From an optimization exercise on the open Yosys and OpenROAD flow, aimed at small area, a short achievable clock period and few clock cycles; shortcuts taken in it are not production practice.
RTL that was checked went through simulation tests only; none was proved equivalent to the original.
The RTL of runs 1 and 7 was laid out without a check of its function.
No activity file was given, so power comes from the tool's default toggle rates.

File: flow/config.mk
export PLATFORM = sky130hd
export DESIGN_NAME = np_read_req_gen
export DESIGN_NICKNAME = np_read_req_gen
export VERILOG_FILES = /design/flow/design.v
export SDC_FILE = /design/flow/constraint.sdc
export NUM_CORES = 4
export LEC_CHECK = 0
export CAP_MARGIN = 20
export CORE_MARGIN = 2
export CORE_UTILIZATION = 55
export PLACE_DENSITY = 0.7
export SETUP_SLACK_MARGIN = 2.0
export SLEW_MARGIN = 20
File: flow/constraint.sdc
create_clock -name core_clock -period 4.5 [get_ports {clk}]
set_input_delay 0.9000 -clock core_clock [delete_from_list [all_inputs] [get_ports {clk}]]
set_output_delay 0.9000 -clock core_clock [all_outputs]
set_load 0.01 [all_outputs]
File: flow/design.v
`timescale 1ns / 1ps
module np_read_req_gen(
    input         clk,
    input         rst,
    input         transferstart,
    input         rd_dma_start_one,
    input  [63:0] dmaras,
    input  [31:0] dmarad,
    input  [31:0] dmarxs,
    input         rd_TX_des_start_one,
    input  [63:0] TX_des_addr,
    input  [2:0]  read_req_size,
    input  [15:0] req_id,
    input  [31:0] completion_pending,
    output        ready,
    output        non_posted_fifo_wren,
    output [63:0] non_posted_fifo_data,
    output [4:0]  tx_waddr,
    output [31:0] tx_wdata,
    output        tx_we
    );
function [11:0] add11(input [10:0] x, input [10:0] y, input cin);
    reg [10:0] g, p, G, P;
    integer l, i, j;
    begin
        g = x & y;
        p = x ^ y;
        G = g;
        P = p;
        G[0] = g[0] | (p[0] & cin);
        for (l = 0; l < 4; l = l + 1)
            for (i = 0; i < 11; i = i + 1)
                if (i & (1 << l)) begin
                    j = ((i >> l) << l) - 1;
                    G[i] = G[i] | (P[i] & G[j]);
                    P[i] = P[i] & P[j];
                end
        add11 = {G[10], p ^ {G[9:0], cin}};
    end
endfunction
function [51:0] pand52(input [51:0] x);
    reg [51:0] s;
    integer l, i, j;
    begin
        s = x;
        for (l = 0; l < 6; l = l + 1)
            for (i = 0; i < 52; i = i + 1)
                if (i & (1 << l)) begin
                    j = ((i >> l) << l) - 1;
                    s[i] = s[i] & s[j];
                end
        pand52 = s;
    end
endfunction
function le11(input [10:0] x, input [10:0] y);
    reg [11:0] r;
    begin
        r = add11(y, ~x, 1'b1);    
        le11 = r[11];
    end
endfunction
reg        rdy, s_calc, s_w1, s_w2;
reg        des;           
reg        last;          
reg        ok;            
reg        fmt;           
reg [63:2] a;             
reg [27:2] d;             
reg [31:2] n;             
reg [12:2] fkb;           
reg [12:2] LA;            
reg        inc, dinc;     
reg [12:2] LB;            
reg [5:0]  rsh;           
reg [4:0]  T;             
reg [4:0]  T1;            
reg        wren;
reg        w2f, w2n;      
wire start_dma = rdy & rd_dma_start_one;
wire start_des = rdy & rd_TX_des_start_one;
wire start = start_dma | start_des;
wire fire1 = s_w1 & ok;   
wire [12:2] R = {rsh, 5'd0};
wire [10:0] m_lo = {|rsh[5:5], |rsh[5:4], |rsh[5:3], |rsh[5:2], |rsh[5:1], 5'b11111};
wire [10:0] m_hi = {|rsh[4:0], |rsh[3:0], |rsh[2:0], |rsh[1:0], rsh[0], 6'b0};
wire n_hz = ~|n[31:13];
wire nR = n_hz & ~|(n[12:2] & m_hi) & (~|(n[12:2] & R) | ~|(n[12:2] & m_lo));
wire FR = ~|(fkb & m_hi) & (~|(fkb & R) | ~|(fkb & m_lo));
wire nF = n_hz & le11(n[12:2], fkb);
wire lst = nR & nF;
wire [12:2] Lnx = lst ? n[12:2] : (FR ? fkb : R);
wire s_calc_d = ~rst & start_dma;
wire s_w1_d = ~rst & (start_des | (transferstart & (s_calc | (s_w1 & ~ok) | (s_w2 & ~last))));
wire s_w2_d = ~rst & fire1;
wire rdy_d = rst | (rdy & ~rd_dma_start_one & ~rd_TX_des_start_one)
           | (~transferstart & (s_calc | (s_w1 & ~ok))) | (s_w2 & (last | ~transferstart));
wire [12:2] L_d = (start_des | des) ? 11'd8 : Lnx;
wire [4:0] T_d = s_w2 ? T1 : T;
wire ok_d = ~completion_pending[T_d];
wire fire1_d = s_w1_d & ok_d;
wire [11:0] lo_sum = add11({1'b0, a[11:2]}, {1'b0, LB[11:2]}, 1'b0);
wire [51:0] hi_all = pand52(a[63:12]);
wire [63:12] hi_sum = a[63:12] ^ ({hi_all[50:0], 1'b1} & {52{inc}});
wire c32 = inc & hi_all[19];
wire [63:0] ld_addr = rd_dma_start_one ? dmaras : TX_des_addr;
wire ld_fmt = |ld_addr[63:32];
wire fmt_d = start ? ld_fmt : ((|a[63:32]) & ~(c32 & hi_all[51])) | (c32 & ~hi_all[51]);
wire [11:0] d_lo = add11(d[12:2], LB, 1'b0);
wire [14:0] d_hiall = pand52({37'd0, d[27:13]});
wire [27:13] d_hi = d[27:13] ^ ({d_hiall[13:0], 1'b1} & {15{dinc}});
wire [12:2] LF = LA & {11{ok}};    
wire [11:0] a_cy = add11({1'b0, a[11:2]}, {1'b0, LF[11:2]}, 1'b0);
wire [11:0] d_cy = add11(d[12:2], LF, 1'b0);
wire [11:0] n_lo = add11(n[12:2], ~LF, 1'b1);            
wire [18:0] n_hiz = pand52({33'd0, ~n[31:13]});
wire [31:13] n_hi = n[31:13] ^ ({n_hiz[17:0], 1'b1} & {19{~n_lo[11]}});
wire [11:0] f_lo = add11(fkb, ~LF, 1'b1);
wire [11:0] f0 = add11(11'd0, {1'b0, ~dmaras[11:2]}, 1'b1);  
always @(posedge clk) begin
    rdy <= rdy_d;
    s_calc <= s_calc_d;
    s_w1 <= s_w1_d;
    s_w2 <= s_w2_d;
    wren <= s_w2_d | fire1_d;
    w2f <= fire1 & fmt;
    w2n <= fire1 & ~fmt;
    T <= rst ? 5'd0 : T_d;
    T1 <= rst ? 5'd1 : T_d + 5'd1;
    ok <= ok_d;
    LA <= s_w1_d ? L_d : 11'd0;
    LB <= LF;
    inc <= a_cy[10] | LF[12];
    dinc <= d_cy[11];
    last <= lst | start_des | des | (s_w1 & ~transferstart);
    fmt <= fmt_d;
    des <= start_des | (des & ~start_dma);
    rsh <= 6'd1 << read_req_size;
    a <= start ? ld_addr[63:2] : {hi_sum, lo_sum[9:0]};
    d <= start_dma ? dmarad[27:2] : {d_hi, d_lo[10:0]};
    n <= start_dma ? dmarxs[31:2] : {n_hi, n_lo[10:0]};
    fkb <= start_dma ? f0[10:0] : (fkb == LF) ? 11'd1024 : f_lo[10:0];
end
assign ready = rdy;
assign non_posted_fifo_wren = wren;
assign non_posted_fifo_data[63]    = (w2f & a[63]) | (w2n & a[31]);
assign non_posted_fifo_data[62]    = (w2f & a[62]) | (w2n & a[30]);
assign non_posted_fifo_data[61]    = (w2f & a[61]) | (w2n & a[29]) | (s_w1 & fmt);
assign non_posted_fifo_data[60:42] = ({19{w2f}} & a[60:42]) | ({19{w2n}} & a[28:10]);
assign non_posted_fifo_data[41:34] = ({8{w2f}} & a[41:34]) | ({8{w2n}} & a[9:2]) | ({8{s_w1}} & LA[11:4]);
assign non_posted_fifo_data[33:32] = ({2{w2f}} & a[33:32]) | ({2{s_w1}} & LA[3:2]);
assign non_posted_fifo_data[31:16] = ({16{w2f}} & a[31:16]) | ({16{s_w1}} & req_id);
assign non_posted_fifo_data[15:13] = {3{w2f}} & a[15:13];
assign non_posted_fifo_data[12:8]  = ({5{w2f}} & a[12:8]) | ({5{s_w1}} & T);
assign non_posted_fifo_data[7:2]   = ({6{w2f}} & a[7:2]) | {6{s_w1}};
assign non_posted_fifo_data[1:0]   = {2{s_w1}};
assign tx_we = s_w2;
assign tx_waddr = T;
assign tx_wdata = {des, 9'b0, d[27:6]};
endmodule
File: flow/flow/run.sh
#!/bin/bash
# Layout flow: the standard flow (standard.sh) with two changes.
#  1. Synthesis runs the standard script (synth_recipe.tcl) except that ABC maps with
#     flow/abc_delay.script (delay-driven) and adders are not pre-mapped to ripple
#     full/half-adder cells (ADDER_MAP_FILE empty). The registers, their names and cell
#     types are the same as in the standard synthesis.
#  2. Ports get sky130_fd_sc_hd__buf_1 buffers instead of the default delay-buffer cell.
# Each tool's output goes to a log file in this folder (synth.log, standard_flow.log) and
# ORFS's own logs under orfs/logs.
set -euo pipefail
here=$(pwd)
sed 's|^source \$::env(SCRIPTS_DIR)/synth.tcl$|source '"$here"'/flow/synth_delay.tcl|' synth_recipe.tcl > synth_delay_top.tcl
grep -q 'flow/synth_delay.tcl' synth_delay_top.tcl
sed 's|SYNTH_SCRIPT=[^ ]*|SYNTH_SCRIPT='"$here"'/synth_delay_top.tcl|' standard.sh > standard_delay.sh
grep -q 'synth_delay_top.tcl' standard_delay.sh
MY_ABC_SCRIPT=$here/flow/abc_delay.script ADDER_MAP_FILE= bash standard_delay.sh synth > synth.log 2>&1
export BUFFER_PORTS_ARGS="-buffer_cell sky130_fd_sc_hd__buf_1"
bash standard.sh > standard_flow.log 2>&1
File: flow/flow/abc_delay.script
strash
dch
map -D 1500
buffer -p
upsize -D 1500
dnsize -D 1500
stime -p
File: flow/flow/synth_delay.tcl
# ORFS's synth.tcl, with its ABC call given flow/abc_delay.script (a delay-driven mapping)
# in place of the platform's default ABC script. Everything else is unchanged.
set f [open $::env(SCRIPTS_DIR)/synth.tcl]
set txt [read $f]
close $f
set old {log_cmd abc {*}$abc_args}
if {[string first $old $txt] < 0} { error "synth_delay.tcl: ABC call not found in synth.tcl" }
set txt [string map [list $old {log_cmd abc -script $::env(MY_ABC_SCRIPT) {*}[lrange $abc_args 2 end]}] $txt]
uplevel #0 $txt
File: flow/standard.sh
#!/bin/bash
# synth_recipe.tcl (not shown) runs the flow's synth.tcl, then flattens the netlist and writes it again
# the make line also repeats each setting of config.mk as NAME=value (left out here)
make -C /OpenROAD-flow-scripts/flow DESIGN_CONFIG=/design/flow/config.mk WORK_HOME=/design/flow/orfs CLKGATE_MAP_FILE= SYNTH_SCRIPT=/design/flow/synth_recipe.tcl "${@:-finish}"
==> results of run 1 <==
==> area by class of cell <==
class                           instances  area, um2  area share
Clock inverter                         14        168      0.0121
Timing Repair Buffer                  376       1680       0.121
Inverter                              185        749      0.0540
Timing Repair inverter                  6       48.8     0.00352
Tap cell                              265        332      0.0239
Sequential cell                       180       3620       0.261
Multi-Input combinational cell       1239       6840       0.493
Clock buffer                           18        429      0.0309
==> power breakdown <==
group	switching (uW)	internal (uW)	total [uW]
sequential	434	1950	2380
clock	705	839	1540
combinational	1590	970	2560
==> cells in the final DEF, fill, tap and decap left out, types with 8 or more instances in the layout <==
cell / n
a21oi_1: 58
a22oi_1: 23
a31oi_1: 33
buf_1: 323
buf_4: 37
clkbuf_16: 17
clkinvlp_4: 10
conb_1: 9
dfxtp_1: 171
inv_1: 161
inv_2: 13
mux2i_1: 24
nand2_1: 323
nand2_2: 10
nand3_1: 42
nand4_1: 16
nor2_1: 236
nor2_2: 12
nor2_4: 19
nor3_1: 24
nor4_1: 18
o21ai_0: 163
o21ai_1: 12
o22ai_1: 36
o32ai_1: 8
or2_2: 9
xnor2_1: 16
xor2_1: 35
==> timing repair <==
action | in CTS | in global routing
gates resized for setup | 58 | 129
gates cloned | 3 | 4
endpoints found under the setup margin | 124 | 99
buffers inserted | 8 | 28
pin swaps | 1 | 35
==> critical path: stages (launching register included) <==
cell and delay, ns:
dfxtp_2 0.38, buf_12 0.12, clkinvlp_4 0.19, o21ai_1 0.30, buf_1 0.19
==> per-stage QoR <==
| stage | hold WS [ns] | instance area, um2 | setup WS, ns | power, uW |
|---|---|---|---|---|
| 2_1_floorplan | 0.393 | 11100 | 2.04 | 3890 |
| 3_3_place_gp | 0.416 | 12300 | 1.52 | 4410 |
| 3_5_place_dp | 0.419 | 12300 | 1.50 | 4460 |
| 4_1_cts | 0.418 | 13100 | 2.00 | 6080 |
| 5_1_grt | 0.433 | 13900 | 1.87 | 6870 |
| 6_report | 0.417 | 13900 | 1.97 | 6490 |
==> registers in the layout, summed over array words and instances, names as in the netlist, 5 cells and up <==
name / count
a: 62
n: 30
d: 26
LA: 11
LB: 11
fkb: 11
rsh: 6
T1: 5
T: 5
==> kinds of logic after synthesis <==
| logic type | share of synthesized area |
|---|---|
| AND/OR/NAND/NOR | 0.281 |
| AO/OA/AOI/OAI | 0.221 |
| buffers and inverters | 0.108 |
| flip-flops | 0.326 |
| XOR/XNOR | 0.0420 |
| multiplexers | 0.0217 |
| other | 0.000339 |
==> metal layers <==
metal,up-vias,global-route usage,part of all wire
met5,-,0,0
met3,80,0.0455,0.078
met1,5966,0.447,0.41
li1,6291,-,-
met2,608,0.555,0.48
met4,0,0.127,0.034
==> cell usage after synthesis (2+ instances only) <==
master / instances / area (um2)
nand2_1: 335 / 1260
o221ai_1: 4 / 35.0
buf_6: 2 / 22.5
o31ai_1: 7 / 52.6
mux2i_1: 24 / 240
nor2_4: 2 / 22.5
o21bai_1: 3 / 22.5
nand3_1: 46 / 230
o32ai_1: 8 / 70.1
a31oi_1: 33 / 206
nor3_1: 28 / 140
nand2_4: 3 / 33.8
o21ai_0: 180 / 901
inv_2: 7 / 26.3
a2111oi_0: 2 / 17.5
dfxtp_1: 180 / 3600
a221oi_1: 14 / 123
inv_1: 177 / 664
nand4_1: 16 / 100
xnor2_1: 18 / 158
buf_4: 34 / 255
o22ai_1: 39 / 244
buf_2: 4 / 20.0
and2_1: 3 / 18.8
or2_2: 11 / 68.8
a22oi_1: 24 / 180
nand3b_1: 4 / 30.0
nand2_2: 3 / 18.8
o2111ai_1: 3 / 26.3
nand3_2: 2 / 20.0
xor2_1: 35 / 307
nor4_1: 22 / 138
clkbuf_1: 54 / 203
a21oi_1: 63 / 315
nor2_1: 264 / 991
o211ai_1: 7 / 52.6
a211oi_1: 8 / 60.1
==> final timing paths <==
check / start / to / slack (ns)
worst min-delay path: fmt / w2n / 0.42
worst max-delay path: s_w1 / non_posted_fifo_data[39] / 1.97
worst min register to register: fmt / w2n / 0.42
worst max register to register: ok / n[25] / 2.02
==> notes.md, run 1 <==
Slew margin rel.: 0.492
Hold Buf Count CTS: 0
WHS Path Cells: 1
Share of cells above drive strength 1: 0.114
Sequential fraction of the synthesis area: 0.326
Vias per inst: 5.67
FFs w/ async S/R, synth: 0
Worst Clk Skew: 0.0102 ns
Synth unique cells: 58
Die Y: 146 um
Synthesized area per cell: 6.55 um2
Die Span X: 146 um
Die ar.: 21300 um2
Worst-Margin Slew: 0.762 ns
Clk latency of the worst-skew pair: 0.44 ns
Setup TNS Final: 0 ns
Register bit total from synthesis: 180
First-pass GRT wire length: 57800 um
Core Region: 19600 um2
Power per cell area: 468 nW/um2
GRT overflow: 0
Top achievable clock speed: 396 MHz
Post-synth EDFFs: 0
Mapped cell area: 11100 um2
GRT Total Usage: 0.336
Fin. max-slew vios: 0
Yosys warns: 1
Required time of the critical path: 3.60 ns
Worst-case reg-to-reg path depth: 15
Clock sinks: 180
Starting DRT DRC Count: 1014
Wire length per cell: 16.8 um
Crit. End Element: output port
CTS buffer count: 17
RSZ-0062 raised after global routing: true
GPL Wtd Cong: 0.982
Finished Core Util: 0.708
Pre-antenna DRT Iters: 5
Crit path launch type: flop
Filler cells: 1770
Clock buffer depth: 2
Site Rows: 51
Mapped Cells: 1690
Hold Fails Final Rpt: 0
Vias in the first global route: 11333
Critical path type: reg2out
P_leak: 0.00576 uW
# DRC: 0
TritonCTS clock tree: built
NumNets Final: 2253
Initial core utilization: 0.565
Dpl hpwl: 28500 um
Arr. time, crit path: 1.63 ns
I/O Buffers: 330
Area grow syn2layout: 25.4%
Largest net degree at the start of global routing: 79
Status: finished clean
Diode count: 0
H-tree depth: 4
Placed instance count: 2208
DR vias: 12945
Clk root buf: clkbuf_16
Setup violations, final: 0
Routed WL: 38500 um
Io pins: 352
Final Instance Count excl. Fillers: 2283
Reg clk slew, reported paths: 0.07 ns
Hold crit path type: reg2reg
Fin crit period: 2.53 ns
Crit path max fanout: 8
Max_cap viols: 0
Final period util: 0.561
Most used DFF post-synth: dfxtp_1
Initial antenna violation count: 0
ANT nets after route: 0
Worst VDD drop: 0.000334 V
==> run 2, diff against run 1 <==
--- a/flow/design.v
+++ b/flow/design.v
@@ -71,7 +71,7 @@
 reg [12:2] LA;            
+reg [12:2] LB;            
 reg        inc, dinc;     
-reg [12:2] LB;            
 reg [5:0]  rsh;           
 reg [4:0]  T;             
-reg [4:0]  T1;            
+reg [5:0]  blk;           
 reg        wren;
@@ -97,3 +97,3 @@
 wire [12:2] L_d = (start_des | des) ? 11'd8 : Lnx;
-wire [4:0] T_d = s_w2 ? T1 : T;
+wire [4:0] T_d = T + {4'd0, s_w2};
 wire ok_d = ~completion_pending[T_d];
@@ -101,18 +101,29 @@
 wire [11:0] lo_sum = add11({1'b0, a[11:2]}, {1'b0, LB[11:2]}, 1'b0);
-wire [51:0] hi_all = pand52(a[63:12]);
-wire [63:12] hi_sum = a[63:12] ^ ({hi_all[50:0], 1'b1} & {52{inc}});
-wire c32 = inc & hi_all[19];
+wire [11:0] a_cy = add11({1'b0, a[11:2]}, {1'b0, LA[11:2]}, 1'b0);    
+wire [5:0] blk_d = {&a[63:56], &a[55:48], &a[47:40], &a[39:32], &a[31:22], &a[21:12]};
+wire [5:0] bcin = {&blk[4:0], &blk[3:0], &blk[2:0], &blk[1:0], blk[0], 1'b1};    
+reg [63:12] bpre;    
+integer bi;
+always @(*) begin
+    for (bi = 12; bi < 64; bi = bi + 1)
+        if (bi == 12 || bi == 22 || bi == 32 || bi == 40 || bi == 48 || bi == 56)
+            bpre[bi] = 1'b1;
+        else
+            bpre[bi] = bpre[bi-1] & a[bi-1];
+end
+wire [63:12] hcy = bpre & {{8{bcin[5]}}, {8{bcin[4]}}, {8{bcin[3]}}, {8{bcin[2]}}, {10{bcin[1]}}, {10{bcin[0]}}};
+wire [63:12] hi_sum = a[63:12] ^ (hcy & {52{inc}});
+wire c32 = inc & blk[0] & blk[1];
+wire hi_ones = &blk[5:2];    
 wire [63:0] ld_addr = rd_dma_start_one ? dmaras : TX_des_addr;
 wire ld_fmt = |ld_addr[63:32];
-wire fmt_d = start ? ld_fmt : ((|a[63:32]) & ~(c32 & hi_all[51])) | (c32 & ~hi_all[51]);
+wire fmt_d = start ? ld_fmt : ((|a[63:32]) & ~(c32 & hi_ones)) | (c32 & ~hi_ones);
 wire [11:0] d_lo = add11(d[12:2], LB, 1'b0);
+wire [11:0] d_cy = add11(d[12:2], LA, 1'b0);    
 wire [14:0] d_hiall = pand52({37'd0, d[27:13]});
 wire [27:13] d_hi = d[27:13] ^ ({d_hiall[13:0], 1'b1} & {15{dinc}});
-wire [12:2] LF = LA & {11{ok}};    
-wire [11:0] a_cy = add11({1'b0, a[11:2]}, {1'b0, LF[11:2]}, 1'b0);
-wire [11:0] d_cy = add11(d[12:2], LF, 1'b0);
-wire [11:0] n_lo = add11(n[12:2], ~LF, 1'b1);            
+wire [11:0] n_lo = add11(n[12:2], ~LA, 1'b1);            
 wire [18:0] n_hiz = pand52({33'd0, ~n[31:13]});
 wire [31:13] n_hi = n[31:13] ^ ({n_hiz[17:0], 1'b1} & {19{~n_lo[11]}});
-wire [11:0] f_lo = add11(fkb, ~LF, 1'b1);
+wire [11:0] f_lo = add11(fkb, ~LA, 1'b1);
 wire [11:0] f0 = add11(11'd0, {1'b0, ~dmaras[11:2]}, 1'b1);  
@@ -127,7 +138,7 @@
     T <= rst ? 5'd0 : T_d;
-    T1 <= rst ? 5'd1 : T_d + 5'd1;
+    blk <= blk_d;
     ok <= ok_d;
-    LA <= s_w1_d ? L_d : 11'd0;
-    LB <= LF;
-    inc <= a_cy[10] | LF[12];
+    LA <= fire1_d ? L_d : 11'd0;
+    LB <= LA;
+    inc <= a_cy[10] | LA[12];
     dinc <= d_cy[11];
@@ -140,3 +151,3 @@
     n <= start_dma ? dmarxs[31:2] : {n_hi, n_lo[10:0]};
-    fkb <= start_dma ? f0[10:0] : (fkb == LF) ? 11'd1024 : f_lo[10:0];
+    fkb <= start_dma ? f0[10:0] : (fkb == LA) ? 11'd1024 : f_lo[10:0];
 end
--- a/flow/config.mk
+++ b/flow/config.mk
@@ -11,3 +11,3 @@
 export PLACE_DENSITY = 0.7
-export SETUP_SLACK_MARGIN = 2.0
+export SETUP_SLACK_MARGIN = 2.3
 export SLEW_MARGIN = 20
==> notes.md, run 2 <==
P_leak: 0.00611 uW (+6.1%)
Reg clk slew, reported paths: 0.07 ns (about the same)
ANT nets after route: 0 (unchanged)
Register bit total from synthesis: 181 (+0.56%)
Hold Startpoint: LA[7]
Mapped cell area: 10800 um2 (-2.3%)
Worst-case reg-to-reg path depth: 13 (-2)
Post-synth top area cell: dfxtp_1
Top-area cell type share of the netlist area: 0.335 (+0.00962)
Fin crit period: 2.58 ns (+0.0562 ns)
Most frequent cells in the layout: buf_1 (267), nor2_1 (247), nand2_1 (244)
Yosys warns: 1 (unchanged)
CTS buffer count: 17 (unchanged)
Most used DFF post-synth: dfxtp_1
RSZ-0062 raised after global routing: true
Most common cell after layout, fill and taps aside: buf_1
Clock buffer depth: 2 (unchanged)
Slew margin rel.: 0.558 (+0.0658)
Largest regs: a: 62 flops, n: 30 flops, d: 26 flops
Vias per inst: 5.75 (+1.4%)
Setup violations, final: 0 (unchanged)
Worst-Margin Slew: 0.664 ns (-0.0987 ns)
R2R setup slack: 2.07 ns (+0.05 ns)
Arr. time, crit path: 1.68 ns (+0.05 ns)
Power per cell area: 418 nW/um2 (-11%)
Initial core utilization: 0.557 (-0.00771)
Synthesized area per cell: 6.64 um2 (+1.5%)
Synth unique cells: 53 (-8.6%)
Setup TNS Final: 0 ns (unchanged)
Place WS: 1.35 ns (-0.154 ns)
Worst reg2reg path startpoint: n[15]
Max_cap viols: 0 (unchanged)
Routed WL: 40800 um (+6.0%)
Pre-antenna DRT Iters: 6 (+1)
NumNets Final: 2242 (-0.49%)
Required time of the critical path: 3.60 ns (about the same)
Status: finished clean
Site Rows: 51 (unchanged)
DR vias: 13091 (+1.1%)
Fin. max-slew vios: 0 (unchanged)
Filler cells: 1561 (-12%)
Die Y: 144 um (-1.1%)
Sequential fraction of the synthesis area: 0.335 (+0.00962)
Hold crit path type: reg2reg
Fin worst setup slack: 1.92 ns (-0.0562 ns)
# DRC: 0 (unchanged)
Dpl hpwl: 28100 um (-1.6%)
Worst VDD drop: 0.000339 V (+1.4%)
Final period util: 0.574 (+0.0125)
I/O Buffers: 330 (unchanged)
Mapped Cells: 1626 (-3.8%)
Io pins: 352 (unchanged)
Most common cell in the synthesized netlist: nor2_1
R2r endpoint: LA[12]
Die Span X: 144 um (-1.1%)
Wire length per cell: 17.9 um (+6.3%)
GRT Total Usage: 0.359 (+0.0232)
Largest net degree at the start of global routing: 95 (+20%)
Largest Register: a
Commonest cells post-synth: nor2_1 (284), nand2_1 (267), inv_1 (188)
Starting DRT DRC Count: 1191 (+17%)
Crit. End Element: output port
First-pass GRT wire length: 57600 um (-0.23%)
Critical path type: reg2out
WHS Path Cells: 0 (-1)
TritonCTS clock tree: built
Share of cells above drive strength 1: 0.218 (+0.104)
FFs w/ async S/R, synth: 0 (unchanged)
Core Region: 19400 um2 (-0.98%)
Clk root buf: clkbuf_16
Initial antenna violation count: 3 (+3)
Top area cells in the synthesized netlist: dfxtp_1 (34%), nor2_1 (9.9%), nand2_1 (9.3%), o21ai_0 (7.9%), inv_1 (6.5%)
Crit path launch type: flop
H-tree depth: 4 (unchanged)
Hold Path Sink: LB[7]
Clock sinks: 181 (+0.56%)
Hold Fails Final Rpt: 0 (unchanged)
Area grow syn2layout: 36.5%
Area occupied by multi-input gates: 7010 um2 (+2.5%)
Top achievable clock speed: 387 MHz (-2.2%)
Die ar.: 20800 um2 (-2.3%)
Clk latency of the worst-skew pair: 0.44 ns (about the same)
Vias in the first global route: 11297 (-0.32%)
Register area: 3680 um2 (+1.6%)
GPL Wtd Cong: 0.959 (-2.3%)
Worst Clk Skew: 0.0116 ns (+0.00139 ns)
GRT overflow: 0 (unchanged)
Post-synth EDFFs: 0 (unchanged)
Max reg flops: 62 (unchanged)
Crit path max fanout: 7 (-1)
[run 2: changes by cell type in the layout (fill, tap and decap cells not counted), sizes merged, moves of 8 or more]
cell      change
o221ai        +8
a221oi       -10
nand4         +9
a22oi         -9
clkinvlp      +8
nand3        -15
nor2         +22
buf          +44
xor2         -11
mux2i        +14
o21ai         -9
o22ai        +30
nand2        -66
[run 2: cell families after synthesis]
group / synth area share
simple gates: 0.257
xor+xnor: 0.0308
buf+inv: 0.112
compound gates: 0.230
flops: 0.335
mux: 0.0352
other cells: 0.000347
[run 2: per-layer routing]
metal	vias to the layer above	GRT usage	routed length (um)
met5	-	0	0
met4	0	0.155	1570
met3	131	0.0911	4060
met2	707	0.564	18700
met1	6050	0.469	16500
li1	6203	-	-
[run 2: power by group]
part           total, uW  switching (uW)  internal, uW
logic               2390            1440           947
registers           2270             360          1910
clock network       1500             688           815
total               6160            2490          3670
[run 2: worst max-delay path, stage by stage, from the launching register on]
cell and delay, ns:
dfxtp_4 0.40, clkinvlp_4 0.23, buf_6 0.22, o22ai_1 0.20, buf_2 0.18
[run 2: how the worst max path moves through the flow]
stage,cells past startpoint,slack [ns],start,to
6_report,4,1.92,w2f,non_posted_fifo_data[44]
5_1_grt,4,1.92,w2f,non_posted_fifo_data[44]
4_1_cts,4,2.03,w2f,non_posted_fifo_data[23]
3_5_place_dp,8,1.35,rd_dma_start_one,fmt
3_3_place_gp,8,1.43,rd_dma_start_one,fmt
2_1_floorplan,8,2.26,rd_dma_start_one,fmt
[run 2: final cells by class]
type | instances | share of cell area
repair buffers | 420 | 0.155
clock inverters | 12 | 0.00798
repair inverters | 7 | 0.00365
diodes | 4 | 0.000679
inverters | 194 | 0.0539
multi-input cells | 1173 | 0.475
well taps | 265 | 0.0225
flip-flops and latches | 181 | 0.250
clock buffers | 20 | 0.0317
[run 2: timing repair]
item | 4_1_cts | 5_1_grt
hold buffers | 0 | 0
resized for setup | 264 | 189
endpoints found under the setup margin | 118 | 163
gates cloned | 10 | 5
pin swaps | 38 | 40
buffers inserted | 47 | 31
[run 2: metrics by stage]
| stage | util | power, uW | cells | area [um2] | hold WS [ns] |
|---|---|---|---|---|---|
| global placement | 0.619 | 4030 | 2147 | 12000 | 0.398 |
| finish | 0.760 | 6160 | 2276 | 14700 | 0.415 |
| global route | 0.760 | 6480 | 2275 | 14700 | 0.417 |
| CTS | 0.708 | 5810 | 2236 | 13700 | 0.413 |
| detailed placement | 0.619 | 4060 | 2147 | 12000 | 0.405 |
| floorplan | - | 3570 | 1634 | 10900 | 0.364 |
Testbench counts of run 2, summed over its fixed seeds: cycles 52,910.
==> run 3, diff against run 2 <==
--- a/flow/config.mk
+++ b/flow/config.mk
@@ -10,4 +10,6 @@
 export CORE_UTILIZATION = 55
+export CTS_CLUSTER_DIAMETER = 150
+export CTS_CLUSTER_SIZE = 50
 export PLACE_DENSITY = 0.7
-export SETUP_SLACK_MARGIN = 2.3
+export SETUP_SLACK_MARGIN = 2.0
 export SLEW_MARGIN = 20
==> notes.md, run 3 <==
Top-area cell type share of the netlist area: 0.335 (unchanged)
Setup violations, final: 0 (unchanged)
Die Span X: 144 um (unchanged)
Top area cells in the synthesized netlist: dfxtp_1 (34%), nor2_1 (9.9%), nand2_1 (9.3%), o21ai_0 (7.9%), inv_1 (6.5%)
Comb power frac: 0.348 (-0.040)
Sw frac: 0.394 (-0.0100)
WHS Path Cells: 1 (+1)
Worst-case reg-to-reg path depth: 11 (-2)
First-pass GRT wire length: 55000 um (-4.5%)
Io pins: 352 (unchanged)
Top achievable clock speed: 397 MHz (+2.5%)
Commonest cells post-synth: nor2_1 (284), nand2_1 (267), inv_1 (188)
Buffers & Inverters on Critical Path: 2 (-1)
CTS buffer count: 17 (unchanged)
Hold crit path type: reg2reg
Largest net degree at the start of global routing: 95 (unchanged)
RSZ-0062 raised after global routing: true
ANT nets after route: 0 (unchanged)
Power per cell area: 435 nW/um2 (+4.1%)
Initial antenna violation count: 2 (-1)
Site Rows: 51 (unchanged)
Mapped cell area: 10800 um2 (unchanged)
Clock sinks: 181 (unchanged)
Share of cells above drive strength 1: 0.0814 (-0.137)
Die Y: 144 um (unchanged)
Post-synth top area cell: dfxtp_1
Most frequent cells in the layout: buf_1 (320), nor2_1 (269), nand2_1 (267)
Crit-path cells: clkinvlp_4, o221ai_1, buf_1
Register bit total from synthesis: 181 (unchanged)
Slowest stage cell, crit path: dfxtp_4
Most used DFF post-synth: dfxtp_1
Clk latency of the worst-skew pair: 0.44 ns (about the same)
Die ar.: 20800 um2 (unchanged)
Required time of the critical path: 3.60 ns (about the same)
P_leak: 0.00531 uW (-13%)
Synthesized area per cell: 6.64 um2 (unchanged)
Largest Register: a
Worst Clk Skew: 0.00883 ns (-0.00274 ns)
Crit path max fanout: 12 (+5)
Worst-Margin Slew: 0.958 ns (+0.294 ns)
Clk root buf: clkbuf_16
GRT Total Usage: 0.342 (-0.0168)
Worst path depth: 3 (-1)
Sequential fraction of the synthesis area: 0.335 (unchanged)
Core Region: 19400 um2 (unchanged)
Top Family by Delay on Critical Path: flip-flops
Largest regs: a: 62 flops, n: 30 flops, d: 26 flops
Setup TNS Final: 0 ns (unchanged)
Routed WL: 37200 um (-8.7%)
Status: finished clean
Worst VDD drop: 0.000397 V (+17%)
Hold Slack: 0.415 ns (-0.0000520 ns)
Vias in the first global route: 10828 (-4.2%)
Mapped Cells: 1626 (unchanged)
GPL Wtd Cong: 0.990 (+3.3%)
Fin worst setup slack: 1.98 ns (+0.0622 ns)
FFs w/ async S/R, synth: 0 (unchanged)
Clock share of power: 0.260 (+0.016)
Synth unique cells: 53 (unchanged)
Wire length per cell: 16.9 um (-5.9%)
Fin. max-slew vios: 0 (unchanged)
Dpl hpwl: 27800 um (-1.1%)
Crit path launch type: flop
Flop pwr share: 0.392 (+0.024)
Net Switching: 2250 uW (-9.9%)
Vias per inst: 5.58 (-3.0%)
Max reg flops: 62 (unchanged)
Crit. End Element: output port
Pre-antenna DRT Iters: 6 (unchanged)
Hold Buf Count CTS: 0 (unchanged)
R2R setup slack: 2.11 ns (+0.04 ns)
Initial core utilization: 0.557 (unchanged)
# DRC: 0 (unchanged)
Fin crit period: 2.52 ns (-0.0622 ns)
NumNets Final: 2176 (-2.9%)
Max_cap viols: 0 (unchanged)
Area grow syn2layout: 21.1%
Post-synth EDFFs: 0 (unchanged)
Largest stage delay, worst path: 0.49 ns (+0.09 ns)
TritonCTS clock tree: built
Starting DRT DRC Count: 1028 (-14%)
I/O Buffers: 330 (unchanged)
Filler cells: 1819 (+17%)
Reg clk slew, reported paths: 0.07 ns (about the same)
Yosys warns: 1 (unchanged)
Most common cell after layout, fill and taps aside: buf_1
Hold Fails Final Rpt: 0 (unchanged)
Finished Core Util: 0.675 (-0.0853)
Slew margin rel.: 0.361 (-0.197)
Critical path type: reg2out
Most common cell in the synthesized netlist: nor2_1
Arr. time, crit path: 1.62 ns (-0.06 ns)
Final period util: 0.560 (-0.0138)
H-tree depth: 4 (unchanged)
DR vias: 12315 (-5.9%)
Clock buffer depth: 2 (unchanged)
Internal power: 3450 uW (-6.0%)
Place WS: 1.32 ns (-0.0285 ns)
GRT overflow: 0 (unchanged)
run 3: cell counts after synthesis:
No cell type changed its count.
run 3: cells by family after synthesis:
group,synth area share
mux,0.0352
compound gates,0.230
buf+inv,0.112
other cells,0.000347
xor+xnor,0.0308
simple gates,0.257
flops,0.335
run 3: layer usage:
layer	part of all wire	global-route usage	routed length, um
met5	0	0	0
met1	0.43	0.475	15900
met4	0.032	0.128	1200
met3	0.097	0.0672	3630
met2	0.44	0.528	16500
run 3: through the flow:
stage          power [uW]  instance area (um2)  cells
6_report             5690                13100   2208
5_1_grt              6020                13100   2208
4_1_cts              5550                12800   2192
3_5_place_dp         4050                12000   2147
3_3_place_gp         4010                12000   2147
2_1_floorplan        3570                10800   1634
run 3: cell type report:
class                   instances  area [um2]  share of cell area
diodes                          2        5.00            0.000382
clock buffers                  22         474              0.0362
clock inverters                10        97.6             0.00746
inverters                     194         754              0.0576
multi-input cells            1171        6200               0.474
flip-flops and latches        181        3650               0.279
well taps                     265         332              0.0253
repair buffers                359        1550               0.118
repair inverters                4        27.5             0.00210
run 3: repair_timing:
action	CTS	global route
gates resized for setup	54	49
cloned	4	2
setup endpoints to repair	87	53
setup buffers	9	12
pin swaps	1	5
run 3: worst paths after layout:
kind / from / endpoint
max: w2n / non_posted_fifo_data[61]
min: fmt / w2n
min reg2reg: fmt / w2n
max reg2reg: LA[2] / n[21]
run 3: power by group through the flow:
stage / Clock [uW] / Sequential (uW) / Combinational, uW
after floorplan: 0 / 2150 / 1420
after global placement: 0 / 2240 / 1770
after detailed placement: 0 / 2250 / 1800
after CTS: 1480 / 2210 / 1850
after global routing: 1550 / 2270 / 2200
final: 1480 / 2230 / 1980
==> run 4, diff against run 3 <==
==> flow/flow/abc_delay.script (replaced) <==
strash
dch
map -D 1200
buffer -p
upsize -D 1200
dnsize -D 1200
stime -p
--- a/flow/config.mk
+++ b/flow/config.mk
@@ -10,4 +10,2 @@
 export CORE_UTILIZATION = 55
-export CTS_CLUSTER_DIAMETER = 150
-export CTS_CLUSTER_SIZE = 50
 export PLACE_DENSITY = 0.7
==> notes.md, run 4 <==
Die ar.: 21600 um2 (+4.0%)
Crit path max fanout: 11 (-1)
GPL Wtd Cong: 0.967 (-2.3%)
Largest regs: a: 62 flops, n: 30 flops, d: 26 flops
GRT Total Usage: 0.333 (-0.00879)
Final Instance Count excl. Fillers: 2263 (+2.5%)
Largest net degree at the start of global routing: 97 (+2.1%)
Setup violations, final: 0 (unchanged)
Post-synth top area cell: dfxtp_1
Hold Buf Count CTS: 0 (unchanged)
Internal power: 3360 uW (-2.7%)
Mapped Cells: 1679 (+3.3%)
Buffers & Inverters on Critical Path: 4 (+2)
Top area cells in the synthesized netlist: dfxtp_1 (32%), nand2_1 (9.5%), nor2_1 (8.9%), inv_1 (6.4%), o21ai_0 (6.1%)
Fin crit period: 2.56 ns (+0.0378 ns)
Required time of the critical path: 3.60 ns (about the same)
I/O Buffers: 330 (unchanged)
Vias per inst: 5.66 (+1.4%)
DR vias: 12800 (+3.9%)
Hold Fails Final Rpt: 0 (unchanged)
FFs w/ async S/R, synth: 0 (unchanged)
Clock buffer depth: 2 (unchanged)
Top achievable clock speed: 391 MHz (-1.5%)
Yosys warns: 1 (unchanged)
Comb power frac: 0.348 (about the same)
Clock share of power: 0.260 (about the same)
Vias in the first global route: 11172 (+3.2%)
RSZ-0062 raised after global routing: true
Worst Clk Skew: 0.0185 ns (+0.00967 ns)
Pre-antenna DRT Iters: 6 (unchanged)
Top Family by Delay on Critical Path: buffers and inverters
ANT nets after route: 0 (unchanged)
Core Region: 20200 um2 (+4.0%)
Crit. End Element: output port
Largest Register: a
Reg clk slew, reported paths: 0.07 ns (about the same)
Die Span X: 147 um (+2.0%)
Fin. max-slew vios: 0 (unchanged)
Clock sinks: 181 (unchanged)
Site Rows: 52 (+2.0%)
GRT overflow: 0 (unchanged)
Mapped cell area: 11200 um2 (+4.1%)
Net Switching: 2340 uW (+4.3%)
Commonest cells post-synth: nand2_1 (286), nor2_1 (267), inv_1 (191)
Design area: 13500 um2 (+3.5%)
Clk root buf: clkbuf_16
Register bit total from synthesis: 181 (unchanged)
TritonCTS clock tree: built
Worst-Margin Slew: 0.901 ns (-0.0567 ns)
Hold Startpoint: LA[7]
Worst VDD drop: 0.000308 V (-22%)
Hold Slack: 0.398 ns (-0.0166 ns)
Final period util: 0.569 (+0.00839)
Slew margin rel.: 0.399 (+0.0387)
Sequential fraction of the synthesis area: 0.322 (-0.0132)
NumNets Final: 2226 (+2.3%)
Placed cell area: 12400 um2 (+3.8%)
# DRC: 0 (unchanged)
Max reg flops: 62 (unchanged)
Flop pwr share: 0.391 (about the same)
Slowest stage cell, crit path: dfxtp_4
Most used DFF post-synth: dfxtp_1
Most common cell in the synthesized netlist: nand2_1
Clk latency of the worst-skew pair: 0.45 ns (about the same)
Io pins: 352 (unchanged)
Wire length per cell: 16.8 um (-0.47%)
Starting DRT DRC Count: 1191 (+16%)
Routed WL: 38000 um (+2.0%)
Hold crit path type: reg2reg
P_leak: 0.00576 uW (+8.4%)
Post-synth EDFFs: 0 (unchanged)
Setup TNS Final: 0 ns (unchanged)
First-pass GRT wire length: 57600 um (+4.7%)
Critical path type: reg2out
Critical path launch point: w2f
Sw frac: 0.411 (+0.0168)
CTS buffer count: 17 (unchanged)
Crit-path cells: clkinvlp_4, buf_6, clkbuf_16, o221ai_1, buf_2
Share of cells above drive strength 1: 0.106 (+0.0246)
Largest stage delay, worst path: 0.38 ns (-0.11 ns)
Crit path launch type: flop
Area grow syn2layout: 20.4%
Most frequent cells in the layout: buf_1 (290), nand2_1 (285), nor2_1 (264)
Dpl hpwl: 28200 um (+1.6%)
Synthesized area per cell: 6.70 um2 (+0.82%)
Status: finished clean
Synth unique cells: 68 (+28%)
Max_cap viols: 0 (unchanged)
Worst reg2reg path startpoint: rsh[5]
Most common cell after layout, fill and taps aside: buf_1
Die Y: 147 um (+2.0%)
Initial core utilization: 0.558 (+0.000739)
Initial antenna violation count: 2 (unchanged)
R2R setup slack: 2.19 ns (+0.08 ns)
Arr. time, crit path: 1.66 ns (+0.04 ns)
Power per cell area: 421 nW/um2 (-3.3%)
Placed instance count: 2204 (+2.7%)
Top-area cell type share of the netlist area: 0.322 (-0.0132)
H-tree depth: 4 (unchanged)
## run 4: cell types whose count changed after synthesis, sizes merged, moves of 6 or more
cell / delta
a21oi: -12
a31oi: +17
buf: +11
clkbuf: -6
inv: +8
nand2: +17
nand3: +38
nand4: +6
nor2: -9
o21ai: -19
o221ai: -6
xor2: -9
## run 4: metrics by stage
step | utilization | setup slack [ns] | power, uW
4_1_cts | 0.654 | 2.00 | 5590
5_1_grt | 0.671 | 1.92 | 6030
6_report | 0.672 | 1.94 | 5700
3_3_place_gp | 0.617 | 1.58 | 4070
2_1_floorplan | - | 2.09 | 3610
3_5_place_dp | 0.617 | 1.52 | 4100
## run 4: cell families (layout without fill, tap and decap cells)
logic type             after synthesis  in the layout  synth area share
XOR/XNOR                            27             27            0.0210
buffers and inverters              298            602             0.114
AND/OR/NAND/NOR                    729            729             0.290
multiplexers                        40             40            0.0356
flip-flops                         181            181             0.322
AO/OA/AOI/OAI                      403            403             0.217
other                                1             11          0.000333
## run 4: power groups by stage
stage	logic (uW)	clock network, uW	registers [uW]
CTS	1890	1490	2220
detailed placement	1850	0	2250
global placement	1820	0	2250
global route	2190	1560	2270
floorplan	1460	0	2150
finish	1980	1480	2230
## run 4: layer usage
layer,up-vias,global-route usage,share of wire
li1,6245,-,-
met3,69,0.0652,0.098
met4,2,0.0909,0.024
met5,-,0,0.00032
met1,5848,0.466,0.43
met2,636,0.528,0.45
## run 4: final timing paths
check                           depth (start not counted)                  endpoint
worst max-delay path                                    5  non_posted_fifo_data[61]
worst min-delay path                                    0                     LB[7]
worst max register to register                         11                     LA[9]
worst min register to register                          0                     LB[7]
## run 4: repair_timing
item                                    4_1_cts  5_1_grt
resized for setup                            34       88
pin swaps                                     0        2
endpoints found under the setup margin       75       60
gates cloned                                  2        3
buffers inserted                              8       12
## run 4: cell type report
class,count,area (um2)
antenna,2,5.00
clock buffer,18,439
clock inverter,14,130
fill,1916,6630
inverter,204,786
multi-input combinational,1208,6560
sequential,181,3640
tap,270,338
timing repair buffer,364,1630
timing repair inverter,2,15.0
==> run 5, diff against run 4 <==
==> flow/flow/abc_delay.script (replaced) <==
strash
dch
map -D 2000
buffer -p
upsize -D 2000
dnsize -D 2000
stime -p
==> notes.md, run 5 <==
Top-area cell type share of the netlist area: 0.338 (+0.0155)
Crit path launch type: flop
Crit. End Element: output port
Reg clk slew, reported paths: 0.07 ns (about the same)
Synthesized area per cell: 6.57 um2 (-2.0%)
Status: finished clean
Crit path max fanout: 10 (-1)
Mapped cell area: 10700 um2 (-4.6%)
Io pins: 352 (unchanged)
CTS buffer count: 17 (unchanged)
Clk root buf: clkbuf_16
Hold Fails Final Rpt: 0 (unchanged)
NumNets Final: 2213 (-0.58%)
Slew margin rel.: 0.529 (+0.130)
Yosys warns: 1 (unchanged)
Largest Register: a
Arr. time, crit path: 1.63 ns (-0.03 ns)
Vias per inst: 5.53 (-2.3%)
RSZ-0062 raised after global routing: true
Largest net degree at the start of global routing: 82 (-15%)
Clock sinks: 181 (unchanged)
Routed WL: 37800 um (-0.31%)
Initial antenna violation count: 0 (-2)
Setup TNS Final: 0 ns (unchanged)
Required time of the critical path: 3.60 ns (about the same)
Diode count: 0 (-2)
TritonCTS clock tree: built
I/O Buffers: 330 (unchanged)
GPL Wtd Cong: 0.948 (-2.0%)
Top area cells in the synthesized netlist: dfxtp_1 (34%), nor2_1 (11%), o21ai_0 (8.0%), nand2_1 (7.9%), inv_1 (7.8%)
Max reg flops: 62 (unchanged)
Largest regs: a: 62 flops, n: 30 flops, d: 26 flops
Post-synthesis mux area share: 0.0392 (+0.00357)
H-tree depth: 4 (unchanged)
Area occupied by multi-input gates: 6410 um2 (-2.3%)
Site Rows: 51 (-1.9%)
Core Region: 19300 um2 (-4.1%)
Fin. max-slew vios: 0 (unchanged)
Finished Core Util: 0.710 (+0.0382)
Worst VDD drop: 0.000310 V (+0.73%)
Worst-case reg-to-reg path depth: 14 (+3)
Post-synthesis simple-gate area fraction: 0.252 (-0.0382)
P_leak: 0.00551 uW (-4.3%)
Die Span X: 144 um (-2.3%)
Most common cell in the synthesized netlist: nor2_1
GRT overflow: 0 (unchanged)
Setup violations, final: 0 (unchanged)
Commonest cells post-synth: nor2_1 (313), nand2_1 (226), inv_1 (223)
Register bit total from synthesis: 181 (unchanged)
Worst Clk Skew: 0.0119 ns (-0.00658 ns)
Hold Buf Count CTS: 0 (unchanged)
# DRC: 0 (unchanged)
Fin crit period: 2.53 ns (-0.0317 ns)
Initial core utilization: 0.555 (-0.00259)
Critical path type: reg2out
Sequential fraction of the synthesis area: 0.338 (+0.0155)
Mapped Cells: 1634 (-2.7%)
Share of cells above drive strength 1: 0.128 (+0.0224)
Area grow syn2layout: 27.9%
Xor/xnor cell area share of the yosys netlist: 0.0286 (+0.00754)
Starting DRT DRC Count: 719 (-40%)
Post-synth top area cell: dfxtp_1
Total power: 5680 uW (-0.33%)
FFs w/ async S/R, synth: 0 (unchanged)
ANT nets after route: 0 (unchanged)
DR vias: 12397 (-3.1%)
Clk latency of the worst-skew pair: 0.44 ns (about the same)
Power per cell area: 414 nW/um2 (-1.6%)
Filler cells: 1724 (-10%)
First-pass GRT wire length: 55700 um (-3.3%)
Die Y: 144 um (-2.3%)
Dpl hpwl: 28000 um (-0.87%)
GRT Total Usage: 0.347 (+0.0138)
Die ar.: 20600 um2 (-4.5%)
Worst-Margin Slew: 0.706 ns (-0.194 ns)
Most frequent cells in the layout: buf_1 (304), nor2_1 (281), nand2_1 (214)
Wire length per cell: 16.9 um (+0.58%)
Most common cell after layout, fill and taps aside: buf_1
Largest family of logic cells by synthesized area: simple AND/OR/NAND/NOR gates
Final period util: 0.561 (-0.00704)
WHS Path Cells: 0 (unchanged)
Post-synth EDFFs: 0 (unchanged)
Post-synthesis adder-cell area fraction: 0 (unchanged)
Hold crit path type: reg2reg
Synth unique cells: 46 (-32%)
Pre-antenna DRT Iters: 5 (-1)
Compound-cell area share of the yosys netlist: 0.222 (+0.00471)
Max_cap viols: 0 (unchanged)
Clock buffer depth: 2 (unchanged)
Most used DFF post-synth: dfxtp_1
Vias in the first global route: 10925 (-2.2%)
Register area: 3660 um2 (+0.45%)
Top achievable clock speed: 396 MHz (+1.3%)
## run 5: cell families (layout without fill, tap and decap cells)
kind of cell / after synthesis / in the layout
flops: 181 / 181
xor+xnor: 35 / 35
mux: 42 / 42
other cells: 1 / 9
compound gates: 404 / 404
simple gates: 660 / 661
buf+inv: 311 / 646
## run 5: metrics by stage
stage	hold WS (ns)	cells	worst slack, ns	instance area (um2)
final	0.411	2243	1.97	13700
after floorplan	0.364	1642	2.07	10800
after detailed placement	0.397	2157	1.19	11900
after CTS	0.412	2222	1.93	13100
after global placement	0.399	2157	1.26	11900
after global routing	0.427	2243	1.87	13700
## run 5: area by class of cell
| class | count | area share |
|---|---|---|
| Multi-Input combinational cell | 1151 | 0.467 |
| Clock inverter | 14 | 0.00839 |
| Clock buffer | 18 | 0.0313 |
| Tap cell | 265 | 0.0242 |
| Timing Repair Buffer | 383 | 0.135 |
| Timing Repair inverter | 8 | 0.00401 |
| Inverter | 223 | 0.0632 |
| Sequential cell | 181 | 0.266 |
## run 5: timing repair
item                       CTS  global route
resized for setup           86           157
pin swaps                   12            33
setup buffers               26            18
setup endpoints to repair  126            93
gates cloned                 7             3
## run 5: worst max-delay path, stage by stage, from the launching register on
cell and delay [ns]:
dfxtp_4 0.42, buf_12 0.12, clkinvlp_4 0.08, buf_4 0.17, nor2_1 0.21, buf_1 0.19
## run 5: path summary, 6_finish.rpt
kind | start | end | slack (ns)
worst min register to register | LA[7] | LB[7] | 0.41
worst max register to register | n[14] | LA[11] | 2.03
worst min-delay path | LA[7] | LB[7] | 0.41
worst max-delay path | w2f | non_posted_fifo_data[15] | 1.97
## run 5: layer usage
metal	wire length, um	global-route usage	vias to the layer above
met2	18200	0.591	533
met1	14600	0.408	5612
met3	2650	0.0553	137
met4	2420	0.217	0
met5	0	0	-
li1	-	-	6115
## run 5: power breakdown
part,internal [uW],switching (uW)
registers,1900,336
clock network,722,697
logic,741,1280
total,3370,2310
==> run 6, diff against run 5 <==
==> flow/flow/abc_delay.script (replaced) <==
strash
dch
map -D 1500
buffer -p
upsize -D 1500
dnsize -D 1500
stime -p
==> notes.md, run 6 <==
Status: finished clean
Hold crit path type: reg2reg
Arr. time, crit path: 1.62 ns (about the same)
Hold Buf Count CTS: 0 (unchanged)
Max_cap viols: 0 (unchanged)
Mapped Cells: 1626 (-0.49%)
Crit. End Element: output port
CTS buffer count: 17 (unchanged)
Die Span X: 144 um (+0.32%)
Starting DRT DRC Count: 1028 (+43%)
# DRC: 0 (unchanged)
Largest regs: a: 62 flops, n: 30 flops, d: 26 flops
Power per cell area: 435 nW/um2 (+5.1%)
Setup violations, final: 0 (unchanged)
Yosys warns: 1 (unchanged)
Commonest cells post-synth: nor2_1 (284), nand2_1 (267), inv_1 (188)
Crit path max fanout: 12 (+2)
First-pass GRT wire length: 55000 um (-1.3%)
Fin crit period: 2.52 ns (-0.00609 ns)
NumNets Final: 2176 (-1.7%)
Most frequent cells in the layout: buf_1 (320), nor2_1 (269), nand2_1 (267)
Critical path type: reg2out
Compound-cell area share of the yosys netlist: 0.230 (+0.00838)
Clock sinks: 181 (unchanged)
Vias in the first global route: 10828 (-0.89%)
Sequential fraction of the synthesis area: 0.335 (-0.00223)
DR vias: 12315 (-0.66%)
Clk latency of the worst-skew pair: 0.44 ns (about the same)
Initial core utilization: 0.557 (+0.00185)
Final period util: 0.560 (-0.00135)
H-tree depth: 4 (unchanged)
Post-synth EDFFs: 0 (unchanged)
Worst Clk Skew: 0.00883 ns (-0.00309 ns)
I/O Buffers: 330 (unchanged)
Register bit total from synthesis: 181 (unchanged)
Xor/xnor cell area share of the yosys netlist: 0.0308 (+0.00224)
Max reg flops: 62 (unchanged)
Most used DFF post-synth: dfxtp_1
Most common cell after layout, fill and taps aside: buf_1
Pre-antenna DRT Iters: 6 (+1)
Post-synth top area cell: dfxtp_1
Filler cells: 1819 (+5.5%)
GRT Total Usage: 0.342 (-0.00501)
Share of cells above drive strength 1: 0.0814 (-0.0470)
Crit path launch type: flop
Reg clk slew, reported paths: 0.07 ns (about the same)
Fin worst setup slack: 1.98 ns (+0.00609 ns)
Crit-path cells: clkinvlp_4, o221ai_1, buf_1
Top-area cell type share of the netlist area: 0.335 (-0.00223)
Post-synthesis adder-cell area fraction: 0 (unchanged)
Die Y: 144 um (+0.32%)
Io pins: 352 (unchanged)
Top area cells in the synthesized netlist: dfxtp_1 (34%), nor2_1 (9.9%), nand2_1 (9.3%), o21ai_0 (7.9%), inv_1 (6.5%)
Synth unique cells: 53 (+15%)
Die ar.: 20800 um2 (+0.64%)
Most common cell in the synthesized netlist: nor2_1
Largest net degree at the start of global routing: 95 (+16%)
Routed WL: 37200 um (-1.7%)
Area grow syn2layout: 21.1%
Clk root buf: clkbuf_16
Hold Fails Final Rpt: 0 (unchanged)
Clock buffer depth: 2 (unchanged)
Dpl hpwl: 27800 um (-0.70%)
Worst VDD drop: 0.000397 V (+28%)
Fin. max-slew vios: 0 (unchanged)
Largest Register: a
GPL Wtd Cong: 0.990 (+4.4%)
Wire length per cell: 16.9 um (-0.10%)
Mapped cell area: 10800 um2 (+0.66%)
Place WS: 1.32 ns (+0.130 ns)
GRT overflow: 0 (unchanged)
Initial antenna violation count: 2 (+2)
Post-synthesis simple-gate area fraction: 0.257 (+0.00506)
Largest stage delay, worst path: 0.49 ns (+0.07 ns)
Synthesized area per cell: 6.64 um2 (+1.2%)
Worst-Margin Slew: 0.958 ns (+0.251 ns)
RSZ-0062 raised after global routing: true
ANT nets after route: 0 (unchanged)
P_leak: 0.00531 uW (-3.6%)
Setup TNS Final: 0 ns (unchanged)
Required time of the critical path: 3.60 ns (about the same)
Top achievable clock speed: 397 MHz (+0.24%)
Slowest stage cell, crit path: dfxtp_4
Buffers & Inverters on Critical Path: 2 (-2)
FFs w/ async S/R, synth: 0 (unchanged)
Core Region: 19400 um2 (+0.33%)
Slew margin rel.: 0.361 (-0.168)
TritonCTS clock tree: built
Top Family by Delay on Critical Path: flip-flops
Vias per inst: 5.58 (+0.91%)
Post-synthesis mux area share: 0.0352 (-0.00396)
Site Rows: 51 (unchanged)
Largest family of logic cells by synthesized area: simple AND/OR/NAND/NOR gates
-- run 6: changes by cell type after synthesis, sizes merged, moves of 7 or more --
cell   previous run  this run
nand2           226       274
a21oi            62        69
nor2            313       288
nand3            41        32
inv             223       194
nor3             32        23
-- run 6: through the flow --
stage / hold slack, ns / utilization / instance area, um2 / total power [uW] / cells
floorplan: 0.364 / - / 10800 / 3570 / 1634
global placement: 0.408 / 0.618 / 12000 / 4010 / 2147
detailed placement: 0.407 / 0.618 / 12000 / 4050 / 2147
CTS: 0.414 / 0.660 / 12800 / 5550 / 2192
global route: 0.423 / 0.675 / 13100 / 6020 / 2208
finish: 0.415 / 0.675 / 13100 / 5690 / 2208
-- run 6: metal layers --
layer  global-route usage  part of all wire  up-vias
li1                     -                 -     6044
met1                0.475              0.43     5569
met2                0.528              0.44      614
met3               0.0672             0.097       88
met4                0.128             0.032        0
met5                    0                 0        -
-- run 6: cell type report --
class,count,area [um2],area share
Multi-Input combinational cell,1171,6200,0.474
Clock buffer,22,474,0.0362
Tap cell,265,332,0.0253
Sequential cell,181,3650,0.279
Antenna cell,2,5.00,0.000382
Clock inverter,10,97.6,0.00746
Timing Repair inverter,4,27.5,0.00210
Inverter,194,754,0.0576
Timing Repair Buffer,359,1550,0.118
-- run 6: power breakdown --
group	internal, uW	switching [uW]
sequential	1900	329
combinational	734	1250
clock	811	669
-- run 6: worst paths after layout --
path | slack, ns | cells past startpoint | endpoint | startpoint
min | 0.41 | 1 | w2n | fmt
max | 1.98 | 3 | non_posted_fifo_data[61] | w2n
min reg2reg | 0.41 | 1 | w2n | fmt
max reg2reg | 2.11 | 11 | n[21] | LA[2]
-- run 6: logic make-up (layout without fill, tap and decap cells) --
family                 Yosys count  count (layout)
XOR/XNOR                        38              38
buffers and inverters          283             589
other                            1              11
multiplexers                    38              38
AND/OR/NAND/NOR                671             672
flip-flops                     181             181
AO/OA/AOI/OAI                  414             414
-- run 6: repair_timing --
| action | CTS | global route |
|---|---|---|
| cloned | 4 | 2 |
| resized for setup | 54 | 49 |
| buffers inserted | 9 | 12 |
| pin swaps | 1 | 5 |
| endpoints found under the setup margin | 87 | 53 |
==> run 7, diff against run 6 <==
--- a/flow/design.v
+++ b/flow/design.v
@@ -69,2 +69,3 @@
 reg [31:2] n;             
+reg        nhz;           
 reg [12:2] fkb;           
@@ -85,6 +86,5 @@
 wire [10:0] m_hi = {|rsh[4:0], |rsh[3:0], |rsh[2:0], |rsh[1:0], rsh[0], 6'b0};
-wire n_hz = ~|n[31:13];
-wire nR = n_hz & ~|(n[12:2] & m_hi) & (~|(n[12:2] & R) | ~|(n[12:2] & m_lo));
+wire nR = nhz & ~|(n[12:2] & m_hi) & (~|(n[12:2] & R) | ~|(n[12:2] & m_lo));
 wire FR = ~|(fkb & m_hi) & (~|(fkb & R) | ~|(fkb & m_lo));
-wire nF = n_hz & le11(n[12:2], fkb);
+wire nF = nhz & le11(n[12:2], fkb);
 wire lst = nR & nF;
@@ -127,2 +127,4 @@
 wire [31:13] n_hi = n[31:13] ^ ({n_hiz[17:0], 1'b1} & {19{~n_lo[11]}});
+wire n_is1 = n[13] & ~|n[31:14];
+wire nhz_d = start_dma ? ~|dmarxs[31:13] : n_lo[11] ? nhz : n_is1;
 wire [11:0] f_lo = add11(fkb, ~LA, 1'b1);
@@ -151,2 +153,3 @@
     n <= start_dma ? dmarxs[31:2] : {n_hi, n_lo[10:0]};
+    nhz <= nhz_d;
     fkb <= start_dma ? f0[10:0] : (fkb == LA) ? 11'd1024 : f_lo[10:0];
==> notes.md, run 7 <==
Arr. time, crit path: 1.63 ns (about the same)
Critical path launch point: w2f
Worst-Margin Slew: 0.788 ns (-0.170 ns)
H-tree depth: 4 (unchanged)
Synthesized area per cell: 6.63 um2 (-0.28%)
Max_cap viols: 0 (unchanged)
Hold crit path type: reg2reg
Top achievable clock speed: 395 MHz (-0.38%)
Status: finished clean
Worst reg2reg path startpoint: rsh[4]
Power per cell area: 443 nW/um2 (+1.8%)
Setup violations, final: 0 (unchanged)
Worst VDD drop: 0.000415 V (+4.7%)
GPL Wtd Cong: 0.949 (-4.2%)
Largest Register: a
Core Region: 19500 um2 (+0.33%)
Fin crit period: 2.53 ns (+0.00954 ns)
R2R setup slack: 2.13 ns (+0.02 ns)
Slowest stage cell, crit path: dfxtp_4
Slew margin rel.: 0.475 (+0.114)
Vias in the first global route: 11093 (+2.4%)
Clock buffer depth: 2 (unchanged)
Largest regs: a: 62 flops, n: 30 flops, d: 26 flops
Post-synth top area cell: dfxtp_1
Most frequent cells in the layout: buf_1 (310), nand2_1 (298), nor2_1 (276)
Fin. max-slew vios: 0 (unchanged)
Register bit total from synthesis: 182 (+0.55%)
Top area cells in the synthesized netlist: dfxtp_1 (33%), nand2_1 (10%), nor2_1 (9.8%), o21ai_0 (6.4%), inv_1 (6.3%)
Crit. End Element: output port
GRT overflow: 0 (unchanged)
Commonest cells post-synth: nand2_1 (298), nor2_1 (284), inv_1 (183)
Largest stage delay, worst path: 0.40 ns (-0.09 ns)
Placed cell area: 12100 um2 (+0.94%)
TritonCTS clock tree: built
I/O Buffers: 330 (unchanged)
Io pins: 352 (unchanged)
Most common cell in the synthesized netlist: nand2_1
Initial core utilization: 0.559 (+0.00242)
Place WS: 1.31 ns (-0.00918 ns)
Reg clk slew, reported paths: 0.07 ns (about the same)
Mapped cell area: 10900 um2 (+0.76%)
Starting DRT DRC Count: 947 (-7.9%)
Hold Fails Final Rpt: 0 (unchanged)
P_leak: 0.00539 uW (+1.6%)
Largest net degree at the start of global routing: 79 (-17%)
Final period util: 0.562 (+0.00212)
Design area: 13300 um2 (+1.3%)
Worst Clk Skew: 0.0105 ns (+0.00165 ns)
First-pass GRT wire length: 56800 um (+3.2%)
Sequential fraction of the synthesis area: 0.336 (about the same)
Area grow syn2layout: 21.8%
Clock sinks: 182 (+0.55%)
Wire length per cell: 16.9 um (+0.43%)
# DRC: 0 (unchanged)
Final Instance Count excl. Fillers: 2230 (+1.0%)
Clk latency of the worst-skew pair: 0.44 ns (about the same)
Clk root buf: clkbuf_16
Vias per inst: 5.60 (+0.34%)
Site Rows: 51 (unchanged)
Critical Path End: non_posted_fifo_data[44]
Die Y: 145 um (+0.37%)
Pre-antenna DRT Iters: 6 (unchanged)
Dpl hpwl: 28100 um (+1.1%)
R2r endpoint: LA[10]
GRT Total Usage: 0.349 (+0.00736)
Critical path type: reg2out
Synth unique cells: 57 (+7.5%)
Die ar.: 20900 um2 (+0.74%)
Worst-case reg-to-reg path depth: 10 (-1)
Top-area cell type share of the netlist area: 0.333 (-0.00254)
Setup TNS Final: 0 ns (unchanged)
Post-synth EDFFs: 1 (+1)
Required time of the critical path: 3.60 ns (about the same)
Crit path launch type: flop
Initial antenna violation count: 2 (unchanged)
Crit path max fanout: 10 (-2)
Most used DFF post-synth: dfxtp_1
RSZ-0062 raised after global routing: true
CTS buffer count: 17 (unchanged)
Yosys warns: 1 (unchanged)
Placed instance count: 2168 (+0.98%)
Most common cell after layout, fill and taps aside: buf_1
Die Span X: 145 um (+0.37%)
Fin worst setup slack: 1.97 ns (-0.00954 ns)
Routed WL: 37800 um (+1.4%)
NumNets Final: 2198 (+1.0%)
DR vias: 12480 (+1.3%)
FFs w/ async S/R, synth: 0 (unchanged)
Crit-path cells: clkinvlp_4, buf_4, o22ai_2, clkbuf_2
Share of cells above drive strength 1: 0.0830 (+0.00163)
Mapped Cells: 1643 (+1.0%)
Max reg flops: 62 (unchanged)
ANT nets after route: 0 (unchanged)
[run 7: cell types whose count changed after synthesis, moves of 6 or more]
cell	before	now
a21oi_1	68	60
nand2_1	267	298
nand3_1	31	38
nand3b_1	0	6
nand4_1	25	17
o21ai_0	170	139
xor2_1	24	31
[run 7: metrics by stage]
| step | util | hold WS [ns] | total power [uW] |
|---|---|---|---|
| floorplan | - | 0.365 | 3720 |
| global placement | 0.622 | 0.407 | 4190 |
| detailed placement | 0.622 | 0.402 | 4220 |
| CTS | 0.670 | 0.412 | 5790 |
| global route | 0.682 | 0.431 | 6220 |
| finish | 0.682 | 0.414 | 5880 |
[run 7: worst min-delay path by stage]
stage	cells after the start	from	end	slack [ns]
2_1_floorplan	0	LA[7]	LB[7]	0.36
3_3_place_gp	0	LA[7]	LB[7]	0.41
3_5_place_dp	0	LA[7]	LB[7]	0.40
4_1_cts	0	LA[7]	LB[7]	0.41
5_1_grt	0	LA[2]	LB[2]	0.43
6_report	0	LA[2]	LB[2]	0.41
[run 7: layer usage]
layer / GRT usage / share of wire
met4: 0.152 / 0.039
met5: 0 / 0
met1: 0.449 / 0.42
met3: 0.0602 / 0.076
met2: 0.579 / 0.47
[run 7: cell families (layout without fill, tap and decap cells)]
logic type	after synthesis	count (layout)	synth area share
flops	182	182	0.336
xor+xnor	46	46	0.0370
other cells	1	11	0.000344
compound gates	392	392	0.218
simple gates	714	716	0.271
buf+inv	275	585	0.108
mux	33	33	0.0303
[run 7: what timing repair did]
item                       CTS  global route
hold buffers                 0             0
gates cloned                 6             1
setup buffers               19             2
setup endpoints to repair  106            80
pin swaps                    3             4
gates resized for setup     46            68
[run 7: layout make-up]
type	count	area [um2]
multi-input cells	1196	6340
fillers	1864	6200
flip-flops and latches	182	3670
repair buffers	362	1590
inverters	187	726
clock buffers	19	453
well taps	265	332
clock inverters	13	124
repair inverters	4	30.0
diodes	2	5.00
[run 7: where the power goes]
group | internal [uW] | switching, uW
logic | 774 | 1330
clock network | 800 | 700
registers | 1930 | 342
[run 7: critical path: cells and delay by family (launching register included)]
kind                   cells  cell delay (ns)
AOI/OAI and AO/OA          1             0.29
buffers and inverters      3             0.50
DFF                        1             0.40

==> afterwards: timing with drivers on the ports <==
In the flow no input, the clock included, has a driving cell. The finished layouts below were timed again as built, in two steps. Step 1 (the two cells are an assumption about what drives the block):
set clk [get_ports {clk}]
set_driving_cell -lib_cell sky130_fd_sc_hd__clkbuf_16 $clk
set_driving_cell -lib_cell sky130_fd_sc_hd__buf_2 [delete_from_list [all_inputs] $clk]
Step 2 moves the port delays by t, midway between the first and last clock arrival at a register: inputs arrive t later, outputs are due t later. That takes back most of the time a late clock gives input paths. Slacks: no drivers / after step 1 / after step 2; pairs: no drivers / after step 1.
run | t, ns | setup slack, ns | hold WS [ns] | worst setup path after step 2
run 1 | 0.486 | 1.973 / 1.924 / 1.569 | 0.417 / 0.417 / 0.417 | input to register
run 2 | 0.487 | 1.917 / 1.867 / 1.738 | 0.415 / 0.415 / 0.415 | input to register
run 3 | 0.485 | 1.979 / 1.931 / 1.653 | 0.415 / 0.415 / 0.415 | input to register
run 4 | 0.494 | 1.942 / 1.892 / 1.683 | 0.398 / 0.398 / 0.398 | input to register
run 5 | 0.478 | 1.973 / 1.925 / 1.613 | 0.411 / 0.411 / 0.411 | input to register
run 6 | 0.485 | 1.979 / 1.931 / 1.653 | 0.415 / 0.415 / 0.415 | input to register
run 7 | 0.482 | 1.970 / 1.923 / 1.627 | 0.414 / 0.414 / 0.414 | input to register
After both steps every run listed still meets setup and hold. For run 1, which loses most, drivers alone change the setup slack by -0.049 ns; drivers and shift together by -0.404 ns.
